Background: an optimization exercise with open tools, aiming at a short achievable clock period and few clock cycles. Do not read the settings as production practice. Only simulation tests tie the RTL to the original design; equivalence was not proved.

==> yarrow: inputs <==
## RV32nexpo
module RV32nexpo (
  input rst,
  input clk,
  output error,
  output end_prog,
  input  [31:0] InstrData,
  output [31:0] InstrAddr,
  input  [31:0] mem_in,
  output [31:0] mem_out,
  output [31:0] mem_address,
  output [3:0]  mem_mask,
  output mem_read,
  output mem_write
);
==> flow/config.mk <==
export PLATFORM = sky130hd
export DESIGN_NAME = RV32nexpo
export DESIGN_NICKNAME = RV32nexpo
export VERILOG_FILES = /design/flow/design.v
export SDC_FILE = /design/flow/constraint.sdc
export NUM_CORES = 4
export LEC_CHECK = 0
export ABC_CLOCK_PERIOD_IN_PS = 2500
export CAP_MARGIN = 20
export CORE_MARGIN = 2
export CORE_UTILIZATION = 55
export SLEW_MARGIN = 20
==> flow/constraint.sdc <==
create_clock -name core_clock -period 10.0 [get_ports {clk}]
set_input_delay 2.0000 -clock core_clock [delete_from_list [all_inputs] [get_ports {clk}]]
set_output_delay 2.0000 -clock core_clock [all_outputs]
set_load 0.01 [all_outputs]
standard.sh (not shown) runs the stock make flow with config.mk's settings and CLKGATE_MAP_FILE= SYNTH_SCRIPT=/design/flow/synth_recipe.tcl, a recipe that flattens the netlist after the stock synthesis.
==> flow/flow/run.sh <==
#!/bin/bash
# The standard layout (standard.sh: ORFS synthesis to final) with two
# layout settings changed; the clock, its period and the I/O constraints are
# the standard flow's, unchanged:
# - SETUP_SLACK_MARGIN: repair_timing works until the worst setup slack is
#   this many ns (or it can do no better);
# - BUFFER_PORTS_ARGS: every input and output port still gets a buffer, a
#   buf_4 instead of the default delay buffer.
# ORFS writes each step's full log under orfs/logs/; make's own output goes
# to orfs_make.log here.
set -euo pipefail
bash standard.sh SETUP_SLACK_MARGIN=6.5 "BUFFER_PORTS_ARGS=-buffer_cell sky130_fd_sc_hd__buf_4" finish > orfs_make.log 2>&1
==> raven: changes against yarrow <==
--- a/flow/design.v
+++ b/flow/design.v
@@ -5,18 +5,16 @@
   input  [31:0] in2,
   input  [2:0]  funct3,  
   output [31:0] sum,     
   output [31:0] ALUout,
   output        branch
 );
-  wire        sum_co, minus_co;
-  wire [31:0] minus;
-  KSAdd #(.W(32)) add_u (.a(in1), .b(in2),  .cin(1'b0), .sum(sum),   .cout(sum_co));
-  KSAdd #(.W(32)) sub_u (.a(in1), .b(~in2), .cin(1'b1), .sum(minus), .cout(minus_co));
-  wire LTU = !minus_co;
-  wire LT  = (in1[31] ^ in2[31]) ? in1[31] : LTU;
+  assign sum = in1 + in2;
+  wire [32:0] minus = {1'b0, in1} - {1'b0, in2};
+  wire LTU = minus[32];
+  wire LT  = (in1[31] ^ in2[31]) ? in1[31] : minus[32];
   wire EQ  = (in1 == in2);
   wire [31:0] sll = in1 << in2[4:0];
   wire [31:0] sr  = $signed({sra & in1[31], in1}) >>> in2[4:0];
   assign ALUout = ({32{op[0]}} & sum)
                 | ({32{op[1]}} & minus[31:0])
                 | ({32{op[2]}} & sll)
@@ -47,43 +45,12 @@
   wire [1:0]  lo = a[1:0] + b[1:0];
   wire [31:0] nc = ~{c, lo};
   wire [31:0] x  = a ^ b ^ nc;
   wire [31:0] y  = {(a[30:0] & b[30:0]) | (a[30:0] & nc[30:0]) | (b[30:0] & nc[30:0]), 1'b0};
   assign eq = &(x ^ y);
 endmodule
-module KSAdd #(parameter W = 32) (
-  input  [W-1:0] a,
-  input  [W-1:0] b,
-  input          cin,
-  output [W-1:0] sum,
-  output         cout
-);
-  localparam L = (W > 16) ? 5 : (W > 8) ? 4 : (W > 4) ? 3 : (W > 2) ? 2 : 1;   
-  wire [W-1:0] p = a ^ b;
-  wire [W-1:0] g = a & b;
-  wire [W-1:0] G [0:L];
-  wire [W-1:0] P [0:L];
-  assign G[0] = {g[W-1:1], g[0] | (p[0] & cin)};
-  assign P[0] = p;
-  genvar l, i;
-  generate
-    for (l = 0; l < L; l = l + 1) begin : lvl
-      for (i = 0; i < W; i = i + 1) begin : bit_
-        if (i >= (1 << l)) begin : comb
-          assign G[l+1][i] = G[l][i] | (P[l][i] & G[l][i - (1 << l)]);
-          assign P[l+1][i] = P[l][i] & P[l][i - (1 << l)];
-        end else begin : pass
-          assign G[l+1][i] = G[l][i];
-          assign P[l+1][i] = P[l][i];
-        end
-      end
-    end
-  endgenerate
-  assign sum  = p ^ {G[L][W-2:0], cin};
-  assign cout = G[L][W-1];
-endmodule
 module registros (
   input         clk,
   input  [4:0]  readReg1,
   input  [4:0]  readReg2,
   output [31:0] reg1,
   output [31:0] reg2,
@@ -195,26 +162,14 @@
   wire [31:0] D_Iimm = {{21{d_ir[31]}}, d_ir[30:20]};
   wire [31:0] D_Simm = {{21{d_ir[31]}}, d_ir[30:25], d_ir[11:7]};
   wire [31:0] D_Bimm = {{20{d_ir[31]}}, d_ir[7], d_ir[30:25], d_ir[11:8], 1'b0};
   wire [31:0] D_Jimm = {{12{d_ir[31]}}, d_ir[19:12], d_ir[20], d_ir[30:21], 1'b0};
   wire [31:0] D_Uimm = {d_ir[31:12], 12'b0};
   wire [31:0] D_aimm = D_isSTORE ? D_Simm : D_Iimm;      
-  wire [31:0]  I_Bimm = {{20{InstrData[31]}}, InstrData[7], InstrData[30:25], InstrData[11:8], 1'b0};
-  wire [31:0]  I_Jimm = {{12{InstrData[31]}}, InstrData[19:12], InstrData[20], InstrData[30:21], 1'b0};
-  reg  [11:0]  d_blo, d_jlo;                             
-  wire [31:13] D_bhi = d_ir[31] ? (d_blo[11] ? d_pc[31:13] : d_pc[31:13] - 19'd1)
-                                : (d_blo[11] ? d_pc[31:13] + 19'd1 : d_pc[31:13]);
-  wire [31:13] D_jhi;
-  wire        D_jhi_co, I_blo_co, I_jlo_co;
-  KSAdd #(.W(19)) jhi_u (.a(d_pc[31:13]), .b({{12{d_ir[31]}}, d_ir[19:13]}), .cin(d_jlo[11]),
-                         .sum(D_jhi), .cout(D_jhi_co));
-  wire [10:0] I_blo, I_jlo;
-  KSAdd #(.W(11)) blo_u (.a(i_pc[12:2]), .b(I_Bimm[12:2]), .cin(1'b0), .sum(I_blo), .cout(I_blo_co));
-  KSAdd #(.W(11)) jlo_u (.a(i_pc[12:2]), .b(I_Jimm[12:2]), .cin(1'b0), .sum(I_jlo), .cout(I_jlo_co));
-  wire [31:2]  D_jtgt  = {D_jhi, d_jlo[10:0]};           
-  wire [31:2]  D_btgt  = {D_bhi, d_blo[10:0]};           
+  wire [31:2]  D_jtgt  = d_pc + D_Jimm[31:2];            
+  wire [31:2]  D_btgt  = d_pc + D_Bimm[31:2];            
   wire [31:12] D_auhi  = d_pc[31:12] + d_ir[31:12];      
   wire [31:2]  D_tgt   = D_isJAL ? D_jtgt : D_btgt;
   wire [31:2]  D_link  = d_pc + 30'd1;                   
   wire D_brShort  = D_isBRANCH & !d_ir[31] & (d_ir[30:25] == 6'd0) & !d_ir[7] &
                     !d_ir[8] & (d_ir[11:9] != 3'd0) & (d_ir[11:9] <= 3'd4);
   wire [1:0] D_brK = d_ir[10:9] - 2'd1;    
@@ -231,26 +186,21 @@
     .wr_reg(r_rdw), .wr_data(r_res));
   reg [4:0] e_rdw, m_rdw, w_rdw;
   reg       e_ld, m_ld, w_ld;
   reg       e_sq;    
   wire [4:0] e_rdwv = e_sq ? 5'd0 : e_rdw;
   wire       e_ldv  = e_ld & !e_sq;
-  reg        e_isAUIPC, e_auz, e_isAdd;
-  reg [31:0] e_a, e_b;
+  reg        e_isAUIPC, e_auz;
   reg [31:0] e_pres;
   wire        D_jrKnown = D_isJALR & e_isAUIPC & !e_sq & (D_rs1 != 5'd0) & (D_rs1 == e_rdw);
   wire [31:2] D_jrTgt   = e_pres[31:2] + D_Iimm[31:2];
   wire        D_jrShort = D_jrKnown & e_auz & !d_ir[31] & (d_ir[30:25] == 6'd0) &
                           (d_ir[21:20] == 2'd0) & (d_ir[24:22] >= 3'd2) & (d_ir[24:22] <= 3'd4);
   wire [1:0]  D_jrK = d_ir[23:22] - 2'd2;    
   wire D_predT = (D_isJAL & !D_jalShort) | (D_isBRANCH & d_ir[31]) | (D_jrKnown & !D_jrShort);
-  wire        D_early = D_isBRANCH & d_ir[31] & (D_funct3[2:1] == 2'b00) & (D_rs2 == 5'd0) &
-                        e_isAdd & !e_sq & (D_rs1 != 5'd0) & (D_rs1 == e_rdw);
-  wire        E_zero  = ((e_a ^ e_b) == {e_a[30:0] | e_b[30:0], 1'b0});
-  wire        D_earlyNT = D_early & !(D_funct3[0] ^ E_zero);   
-  wire D_pred  = D_earlyNT ? 1'b0 : (d_fp | D_predT | D_jrShort);    
+  wire D_pred  = d_fp | D_predT | D_jrShort;    
   reg [31:0] m_res, w_res;
   wire h1E = (D_rs1u != 5'd0) & (D_rs1u == e_rdwv);
   wire h1M = (D_rs1u != 5'd0) & (D_rs1u == m_rdw);
   wire h1W = (D_rs1u != 5'd0) & (D_rs1u == w_rdw);
   wire h1R = (D_rs1  != 5'd0) & (D_rs1  == r_rdw);
   wire h2E = (D_rs2u != 5'd0) & (D_rs2u == e_rdwv);
@@ -299,13 +249,13 @@
   reg [1:0]  e_brK;
   reg        e_v, e_isBr, e_isJALR, e_isStore, e_pred, e_isCSR, e_usePres, e_sra;
   reg [8:0]  e_op;
   reg [4:0]  e_csrsel;
   reg [2:0]  e_f3;
   reg [4:0]  e_zimm;
-  reg [31:0] e_s;
+  reg [31:0] e_a, e_b, e_s;
   reg [31:2] e_alt, e_pc, e_tgt;
   reg        e_fp, e_isJAL;
   wire [31:0] E_a = e_a;
   wire [31:0] E_b = e_b;
   wire [31:0] E_s = e_s;
   wire [31:0] E_sum, E_alu;
@@ -356,24 +306,20 @@
   reg         r_useB;
   wire D_go   = d_v & !D_stall & !halted & !r_redir & !rd_redir & (kill_cnt == 2'd0);
   wire D_kill = kill_cnt != 2'd0;
   wire D_halt = D_go & !E_redirect & !E_skip & (D_isEBREAK | D_isILL);
   wire D_pass = D_go & !(D_isEBREAK | D_isILL);
   wire D_fpbad = d_fp & (D_kill | !(D_isBRANCH | D_isJAL | D_isJALR));
-  wire D_fastC = d_v & !D_kill & ((!d_fp & ((D_isJAL & !D_jalShort) | (D_isBRANCH & d_ir[31] & !D_earlyNT))) |
-                                  (d_fp & D_earlyNT));
-  wire D_fast  = D_fastC & !r_redir & !rd_redir & !D_stall;
-  wire D_redir = d_v & (D_fpbad | (D_jrKnown & !D_jrShort & !d_fp & !D_kill));
-  wire [31:2] D_rtgt = d_fp ? D_link : D_jrTgt;
-  wire E_recover = E_skip & d_v & !D_stall & (D_redir | D_fastC | d_fp);
-  wire        F_alt   = rst_r | r_redir | rd_redir | (D_stall & i_v) | D_fast;
-  wire [31:2] F_altpc = rst_r ? 30'd0 : r_redir ? (r_useB ? r_tgtB : r_tgt) : rd_redir ? rd_tgt :
-                        D_fast ? (D_earlyNT ? D_link : D_tgt) : i_pc;
+  wire D_redir = d_v & (D_fpbad | (D_predT & !d_fp & !D_kill));
+  wire [31:2] D_rtgt = d_fp ? D_link : D_isJALR ? D_jrTgt : D_tgt;
+  wire E_recover = E_skip & d_v & !D_stall & (D_redir | d_fp);
+  wire        F_alt   = rst_r | r_redir | rd_redir | (D_stall & i_v);
+  wire [31:2] F_altpc = rst_r ? 30'd0 : r_redir ? (r_useB ? r_tgtB : r_tgt) : rd_redir ? rd_tgt : i_pc;
   always @(posedge clk) begin
     f_pc <= F_alt ? F_altpc : F_next;
-    if (rst_r | r_redir | rd_redir | D_fast) begin
+    if (rst_r | r_redir | rd_redir) begin
       i_v  <= 1'b0;
       d_v  <= 1'b0;
     end else if (D_stall) begin
       i_v  <= !i_v;             
     end else begin
       i_v  <= 1'b1;
@@ -389,21 +335,19 @@
     r_tgtB  <= e_tgt;
     r_useB  <= E_fpMis;
     if (!D_stall) begin
       d_ir <= InstrData;
       d_pc <= i_pc;
       d_fp <= i_fp;
-      d_blo <= {I_blo_co, I_blo};
-      d_jlo <= {I_jlo_co, I_jlo};
       d_ptgt <= i_ptgt;
     end
     be_en  <= !rst_r & (E_btIns | E_btDel);
     be_val <= E_btIns;
     be_pc  <= e_pc;
     be_tgt <= E_target;
-    bd_en  <= !rst_r & d_v & !d_fp & (D_isJAL | (D_isBRANCH & d_ir[31] & !D_earlyNT) | D_jrKnown);
+    bd_en  <= !rst_r & d_v & !d_fp & (D_isJAL | (D_isBRANCH & d_ir[31]) | D_jrKnown);
     bd_pc  <= d_pc;
     bd_tgt <= D_isJALR ? D_jrTgt : D_tgt;
     if (be_en) begin
       bt_tag[be_pc[5:2]] <= be_pc[11:6];
       bt_tgt[be_pc[5:2]] <= be_tgt;
     end else if (bd_en) begin
@@ -436,24 +380,22 @@
       e_v       <= 1'b0;
       e_isBr    <= 1'b0;
       e_isJALR  <= 1'b0;
       e_isJAL   <= 1'b0;
       e_isAUIPC <= 1'b0;
       e_auz     <= 1'b0;
-      e_isAdd   <= 1'b0;
       e_isStore <= 1'b0;
       e_ld      <= 1'b0;
       e_rdw     <= 5'd0;
     end else begin
       e_v       <= 1'b1;
       e_isBr    <= D_isBRANCH;
       e_isJALR  <= D_isJALR;
       e_isJAL   <= D_isJAL;
       e_isAUIPC <= D_isAUIPC;
       e_auz     <= D_isAUIPC & (d_ir[31:12] == 20'd0);
-      e_isAdd   <= D_aluop & D_op[0];
       e_isStore <= D_isSTORE;
       e_ld      <= D_isLOAD;
       e_rdw     <= D_rdw;
     end
     e_sq <= !rst_r & (E_redirect | E_skip);
     if (rst_r | E_redirect)
==> maple: changes against yarrow <==
--- a/flow/design.v
+++ b/flow/design.v
@@ -5,18 +5,16 @@
   input  [31:0] in2,
   input  [2:0]  funct3,  
   output [31:0] sum,     
   output [31:0] ALUout,
   output        branch
 );
-  wire        sum_co, minus_co;
-  wire [31:0] minus;
-  KSAdd #(.W(32)) add_u (.a(in1), .b(in2),  .cin(1'b0), .sum(sum),   .cout(sum_co));
-  KSAdd #(.W(32)) sub_u (.a(in1), .b(~in2), .cin(1'b1), .sum(minus), .cout(minus_co));
-  wire LTU = !minus_co;
-  wire LT  = (in1[31] ^ in2[31]) ? in1[31] : LTU;
+  assign sum = in1 + in2;
+  wire [32:0] minus = {1'b0, in1} - {1'b0, in2};
+  wire LTU = minus[32];
+  wire LT  = (in1[31] ^ in2[31]) ? in1[31] : minus[32];
   wire EQ  = (in1 == in2);
   wire [31:0] sll = in1 << in2[4:0];
   wire [31:0] sr  = $signed({sra & in1[31], in1}) >>> in2[4:0];
   assign ALUout = ({32{op[0]}} & sum)
                 | ({32{op[1]}} & minus[31:0])
                 | ({32{op[2]}} & sll)
@@ -47,43 +45,12 @@
   wire [1:0]  lo = a[1:0] + b[1:0];
   wire [31:0] nc = ~{c, lo};
   wire [31:0] x  = a ^ b ^ nc;
   wire [31:0] y  = {(a[30:0] & b[30:0]) | (a[30:0] & nc[30:0]) | (b[30:0] & nc[30:0]), 1'b0};
   assign eq = &(x ^ y);
 endmodule
-module KSAdd #(parameter W = 32) (
-  input  [W-1:0] a,
-  input  [W-1:0] b,
-  input          cin,
-  output [W-1:0] sum,
-  output         cout
-);
-  localparam L = (W > 16) ? 5 : (W > 8) ? 4 : (W > 4) ? 3 : (W > 2) ? 2 : 1;   
-  wire [W-1:0] p = a ^ b;
-  wire [W-1:0] g = a & b;
-  wire [W-1:0] G [0:L];
-  wire [W-1:0] P [0:L];
-  assign G[0] = {g[W-1:1], g[0] | (p[0] & cin)};
-  assign P[0] = p;
-  genvar l, i;
-  generate
-    for (l = 0; l < L; l = l + 1) begin : lvl
-      for (i = 0; i < W; i = i + 1) begin : bit_
-        if (i >= (1 << l)) begin : comb
-          assign G[l+1][i] = G[l][i] | (P[l][i] & G[l][i - (1 << l)]);
-          assign P[l+1][i] = P[l][i] & P[l][i - (1 << l)];
-        end else begin : pass
-          assign G[l+1][i] = G[l][i];
-          assign P[l+1][i] = P[l][i];
-        end
-      end
-    end
-  endgenerate
-  assign sum  = p ^ {G[L][W-2:0], cin};
-  assign cout = G[L][W-1];
-endmodule
 module registros (
   input         clk,
   input  [4:0]  readReg1,
   input  [4:0]  readReg2,
   output [31:0] reg1,
   output [31:0] reg2,
@@ -195,26 +162,14 @@
   wire [31:0] D_Iimm = {{21{d_ir[31]}}, d_ir[30:20]};
   wire [31:0] D_Simm = {{21{d_ir[31]}}, d_ir[30:25], d_ir[11:7]};
   wire [31:0] D_Bimm = {{20{d_ir[31]}}, d_ir[7], d_ir[30:25], d_ir[11:8], 1'b0};
   wire [31:0] D_Jimm = {{12{d_ir[31]}}, d_ir[19:12], d_ir[20], d_ir[30:21], 1'b0};
   wire [31:0] D_Uimm = {d_ir[31:12], 12'b0};
   wire [31:0] D_aimm = D_isSTORE ? D_Simm : D_Iimm;      
-  wire [31:0]  I_Bimm = {{20{InstrData[31]}}, InstrData[7], InstrData[30:25], InstrData[11:8], 1'b0};
-  wire [31:0]  I_Jimm = {{12{InstrData[31]}}, InstrData[19:12], InstrData[20], InstrData[30:21], 1'b0};
-  reg  [11:0]  d_blo, d_jlo;                             
-  wire [31:13] D_bhi = d_ir[31] ? (d_blo[11] ? d_pc[31:13] : d_pc[31:13] - 19'd1)
-                                : (d_blo[11] ? d_pc[31:13] + 19'd1 : d_pc[31:13]);
-  wire [31:13] D_jhi;
-  wire        D_jhi_co, I_blo_co, I_jlo_co;
-  KSAdd #(.W(19)) jhi_u (.a(d_pc[31:13]), .b({{12{d_ir[31]}}, d_ir[19:13]}), .cin(d_jlo[11]),
-                         .sum(D_jhi), .cout(D_jhi_co));
-  wire [10:0] I_blo, I_jlo;
-  KSAdd #(.W(11)) blo_u (.a(i_pc[12:2]), .b(I_Bimm[12:2]), .cin(1'b0), .sum(I_blo), .cout(I_blo_co));
-  KSAdd #(.W(11)) jlo_u (.a(i_pc[12:2]), .b(I_Jimm[12:2]), .cin(1'b0), .sum(I_jlo), .cout(I_jlo_co));
-  wire [31:2]  D_jtgt  = {D_jhi, d_jlo[10:0]};           
-  wire [31:2]  D_btgt  = {D_bhi, d_blo[10:0]};           
+  wire [31:2]  D_jtgt  = d_pc + D_Jimm[31:2];            
+  wire [31:2]  D_btgt  = d_pc + D_Bimm[31:2];            
   wire [31:12] D_auhi  = d_pc[31:12] + d_ir[31:12];      
   wire [31:2]  D_tgt   = D_isJAL ? D_jtgt : D_btgt;
   wire [31:2]  D_link  = d_pc + 30'd1;                   
   wire D_brShort  = D_isBRANCH & !d_ir[31] & (d_ir[30:25] == 6'd0) & !d_ir[7] &
                     !d_ir[8] & (d_ir[11:9] != 3'd0) & (d_ir[11:9] <= 3'd4);
   wire [1:0] D_brK = d_ir[10:9] - 2'd1;    
@@ -231,26 +186,21 @@
     .wr_reg(r_rdw), .wr_data(r_res));
   reg [4:0] e_rdw, m_rdw, w_rdw;
   reg       e_ld, m_ld, w_ld;
   reg       e_sq;    
   wire [4:0] e_rdwv = e_sq ? 5'd0 : e_rdw;
   wire       e_ldv  = e_ld & !e_sq;
-  reg        e_isAUIPC, e_auz, e_isAdd;
-  reg [31:0] e_a, e_b;
+  reg        e_isAUIPC, e_auz;
   reg [31:0] e_pres;
   wire        D_jrKnown = D_isJALR & e_isAUIPC & !e_sq & (D_rs1 != 5'd0) & (D_rs1 == e_rdw);
   wire [31:2] D_jrTgt   = e_pres[31:2] + D_Iimm[31:2];
   wire        D_jrShort = D_jrKnown & e_auz & !d_ir[31] & (d_ir[30:25] == 6'd0) &
                           (d_ir[21:20] == 2'd0) & (d_ir[24:22] >= 3'd2) & (d_ir[24:22] <= 3'd4);
   wire [1:0]  D_jrK = d_ir[23:22] - 2'd2;    
   wire D_predT = (D_isJAL & !D_jalShort) | (D_isBRANCH & d_ir[31]) | (D_jrKnown & !D_jrShort);
-  wire        D_early = D_isBRANCH & d_ir[31] & (D_funct3[2:1] == 2'b00) & (D_rs2 == 5'd0) &
-                        e_isAdd & !e_sq & (D_rs1 != 5'd0) & (D_rs1 == e_rdw);
-  wire        E_zero  = ((e_a ^ e_b) == {e_a[30:0] | e_b[30:0], 1'b0});
-  wire        D_earlyNT = D_early & !(D_funct3[0] ^ E_zero);   
-  wire D_pred  = D_earlyNT ? 1'b0 : (d_fp | D_predT | D_jrShort);    
+  wire D_pred  = d_fp | D_predT | D_jrShort;    
   reg [31:0] m_res, w_res;
   wire h1E = (D_rs1u != 5'd0) & (D_rs1u == e_rdwv);
   wire h1M = (D_rs1u != 5'd0) & (D_rs1u == m_rdw);
   wire h1W = (D_rs1u != 5'd0) & (D_rs1u == w_rdw);
   wire h1R = (D_rs1  != 5'd0) & (D_rs1  == r_rdw);
   wire h2E = (D_rs2u != 5'd0) & (D_rs2u == e_rdwv);
@@ -299,13 +249,13 @@
   reg [1:0]  e_brK;
   reg        e_v, e_isBr, e_isJALR, e_isStore, e_pred, e_isCSR, e_usePres, e_sra;
   reg [8:0]  e_op;
   reg [4:0]  e_csrsel;
   reg [2:0]  e_f3;
   reg [4:0]  e_zimm;
-  reg [31:0] e_s;
+  reg [31:0] e_a, e_b, e_s;
   reg [31:2] e_alt, e_pc, e_tgt;
   reg        e_fp, e_isJAL;
   wire [31:0] E_a = e_a;
   wire [31:0] E_b = e_b;
   wire [31:0] E_s = e_s;
   wire [31:0] E_sum, E_alu;
@@ -356,24 +306,20 @@
   reg         r_useB;
   wire D_go   = d_v & !D_stall & !halted & !r_redir & !rd_redir & (kill_cnt == 2'd0);
   wire D_kill = kill_cnt != 2'd0;
   wire D_halt = D_go & !E_redirect & !E_skip & (D_isEBREAK | D_isILL);
   wire D_pass = D_go & !(D_isEBREAK | D_isILL);
   wire D_fpbad = d_fp & (D_kill | !(D_isBRANCH | D_isJAL | D_isJALR));
-  wire D_fastC = d_v & !D_kill & ((!d_fp & ((D_isJAL & !D_jalShort) | (D_isBRANCH & d_ir[31] & !D_earlyNT))) |
-                                  (d_fp & D_earlyNT));
-  wire D_fast  = D_fastC & !r_redir & !rd_redir & !D_stall;
-  wire D_redir = d_v & (D_fpbad | (D_jrKnown & !D_jrShort & !d_fp & !D_kill));
-  wire [31:2] D_rtgt = d_fp ? D_link : D_jrTgt;
-  wire E_recover = E_skip & d_v & !D_stall & (D_redir | D_fastC | d_fp);
-  wire        F_alt   = rst_r | r_redir | rd_redir | (D_stall & i_v) | D_fast;
-  wire [31:2] F_altpc = rst_r ? 30'd0 : r_redir ? (r_useB ? r_tgtB : r_tgt) : rd_redir ? rd_tgt :
-                        D_fast ? (D_earlyNT ? D_link : D_tgt) : i_pc;
+  wire D_redir = d_v & (D_fpbad | (D_predT & !d_fp & !D_kill));
+  wire [31:2] D_rtgt = d_fp ? D_link : D_isJALR ? D_jrTgt : D_tgt;
+  wire E_recover = E_skip & d_v & !D_stall & (D_redir | d_fp);
+  wire        F_alt   = rst_r | r_redir | rd_redir | (D_stall & i_v);
+  wire [31:2] F_altpc = rst_r ? 30'd0 : r_redir ? (r_useB ? r_tgtB : r_tgt) : rd_redir ? rd_tgt : i_pc;
   always @(posedge clk) begin
     f_pc <= F_alt ? F_altpc : F_next;
-    if (rst_r | r_redir | rd_redir | D_fast) begin
+    if (rst_r | r_redir | rd_redir) begin
       i_v  <= 1'b0;
       d_v  <= 1'b0;
     end else if (D_stall) begin
       i_v  <= !i_v;             
     end else begin
       i_v  <= 1'b1;
@@ -389,21 +335,19 @@
     r_tgtB  <= e_tgt;
     r_useB  <= E_fpMis;
     if (!D_stall) begin
       d_ir <= InstrData;
       d_pc <= i_pc;
       d_fp <= i_fp;
-      d_blo <= {I_blo_co, I_blo};
-      d_jlo <= {I_jlo_co, I_jlo};
       d_ptgt <= i_ptgt;
     end
     be_en  <= !rst_r & (E_btIns | E_btDel);
     be_val <= E_btIns;
     be_pc  <= e_pc;
     be_tgt <= E_target;
-    bd_en  <= !rst_r & d_v & !d_fp & (D_isJAL | (D_isBRANCH & d_ir[31] & !D_earlyNT) | D_jrKnown);
+    bd_en  <= !rst_r & d_v & !d_fp & (D_isJAL | (D_isBRANCH & d_ir[31]) | D_jrKnown);
     bd_pc  <= d_pc;
     bd_tgt <= D_isJALR ? D_jrTgt : D_tgt;
     if (be_en) begin
       bt_tag[be_pc[5:2]] <= be_pc[11:6];
       bt_tgt[be_pc[5:2]] <= be_tgt;
     end else if (bd_en) begin
@@ -436,24 +380,22 @@
       e_v       <= 1'b0;
       e_isBr    <= 1'b0;
       e_isJALR  <= 1'b0;
       e_isJAL   <= 1'b0;
       e_isAUIPC <= 1'b0;
       e_auz     <= 1'b0;
-      e_isAdd   <= 1'b0;
       e_isStore <= 1'b0;
       e_ld      <= 1'b0;
       e_rdw     <= 5'd0;
     end else begin
       e_v       <= 1'b1;
       e_isBr    <= D_isBRANCH;
       e_isJALR  <= D_isJALR;
       e_isJAL   <= D_isJAL;
       e_isAUIPC <= D_isAUIPC;
       e_auz     <= D_isAUIPC & (d_ir[31:12] == 20'd0);
-      e_isAdd   <= D_aluop & D_op[0];
       e_isStore <= D_isSTORE;
       e_ld      <= D_isLOAD;
       e_rdw     <= D_rdw;
     end
     e_sq <= !rst_r & (E_redirect | E_skip);
     if (rst_r | E_redirect)
Settings changed: CORE_UTILIZATION 55 to 40.
==> metrics.yaml <==
worst_setup_path:
  path_cells: "buf_4 > ha_4 > fa_2 > a21o_1 > a21oi_4 > o21bai_4 > a31oi_4 > buf_4 > o22ai_1 > o21a_1 > nor2_1 > xnor2_1 > a221oi_2 > a221oi_1"
  reg2reg_from: "e_b[0]"
  r2r-end: "e_b[16]"
timing:
  fmax_mhz: 272.2
cells_and_area:
  syn_to_final_growth_pct: 17.24
  design.seq.count: 2579
  stdcell_area_mm2: 0.1419
power_and_ir_drop:
  p_sw_mw: 7.219
synth:
  synth_edf_count: 1661
  ys_types: 99
die:
  std_cell_rows: 172
  dieArea_mm2: 0.2238
  initial_core_util_pct: 55.18
run_status:
  status: "timing/DRC/antenna clean"
clock_network:
  clk_latency_ns: 0.95
The numbers above come from raven.

==> metrics.yaml <==
die:
  initial_core_util_pct: 40.26
  std_cell_rows: 201
  dieArea_mm2: 0.3069
synth:
  ys_types: 99
  yosys.area.top_type_share_pct: 41.22
  synth_edf_count: 1661
worst_setup_path:
  r2r-end: "e_b[0]"
  reg2reg_from: "e_op[7]"
  path_cells: "inv_1 > buf_4 > o21ai_0 > a31oi_1 > o211ai_1 > a21oi_1 > o211a_1 > a21oi_1 > nand2_1 > o21ai_0 > buf_4"
cells_and_area:
  stdcell_area_mm2: 0.1444
  syn_to_final_growth_pct: 19.31
clock_network:
  clk_latency_ns: 0.92
power_and_ir_drop:
  p_int_mw: 19.60
  p_sw_mw: 7.545
timing:
  fmax_mhz: 267.6
hold_path:
  min_to: "be_pc[9]"
run_status:
  status: "timing/DRC/antenna clean"
The numbers above come from maple.

==> metrics.yaml <==
run_status:
  status: "timing/DRC/antenna clean"
die:
  dieArea_mm2: 0.2281
  std_cell_rows: 173
  initial_core_util_pct: 55.43
synth:
  synth_edf_count: 1685
  ys_types: 109
cells_and_area:
  syn_to_final_growth_pct: 18.83
  design.seq.count: 2604
clock_network:
  clk_latency_ns: 0.97
timing:
  fmax_mhz: 270.1
worst_setup_path:
  path_cells: "inv_4 > ha_4 > xor2_4 > nand4_1 > nor4_4 > nand4_1 > buf_6 > or4_4 > a31o_4 > or2_4 > buf_12 > buf_12 > a31oi_1 > o211ai_1 > o22ai_1"
  r2r-end: "f_pc[30]"
  reg2reg_from: "e_b[19]"
power_and_ir_drop:
  p_sw_mw: 7.351
The numbers above come from yarrow.

Testbench counts of yarrow, summed over its fixed seeds: cycles 27,945.
Testbench counts of raven, summed over its fixed seeds: cycles 28,519.
Testbench counts of maple, summed over its fixed seeds: cycles 28,519.

-- port drivers added, routing unchanged --
The results above use ideal ports. As a check the final layouts listed here were re-extracted and re-timed, cells and wires unchanged. Step 1 assumes that a clkbuf_16 drives the clock port and a buf_2 every other input. Step 2, shift: input delay + t, output delay - t, t = (earliest + latest rising clock arrival at the registers) / 2. This alone moves slack from input paths to output paths. a / b / c = ideal / step 1 / step 2; a / b = the first two.
run | t, ns | setup WS [ns] | clock arrival spread, ns | worst slew at a driven data input, ns | cell pins on the clock port's net
yarrow | 1.041 | 6.298 / 6.298 / 5.642 | 0.094 / 0.094 | 0.17 | 1
raven | 1.008 | 6.326 / 6.326 / 5.715 | 0.090 / 0.091 | 0.07 | 1
maple | 0.971 | 6.263 / 6.263 / 5.799 | 0.098 / 0.098 | 0.24 | 1
After both steps setup and hold are still met in every run listed. The setup slack of yarrow, which loses most, moves by 0.000 ns with the drivers and by -0.656 ns with both steps.
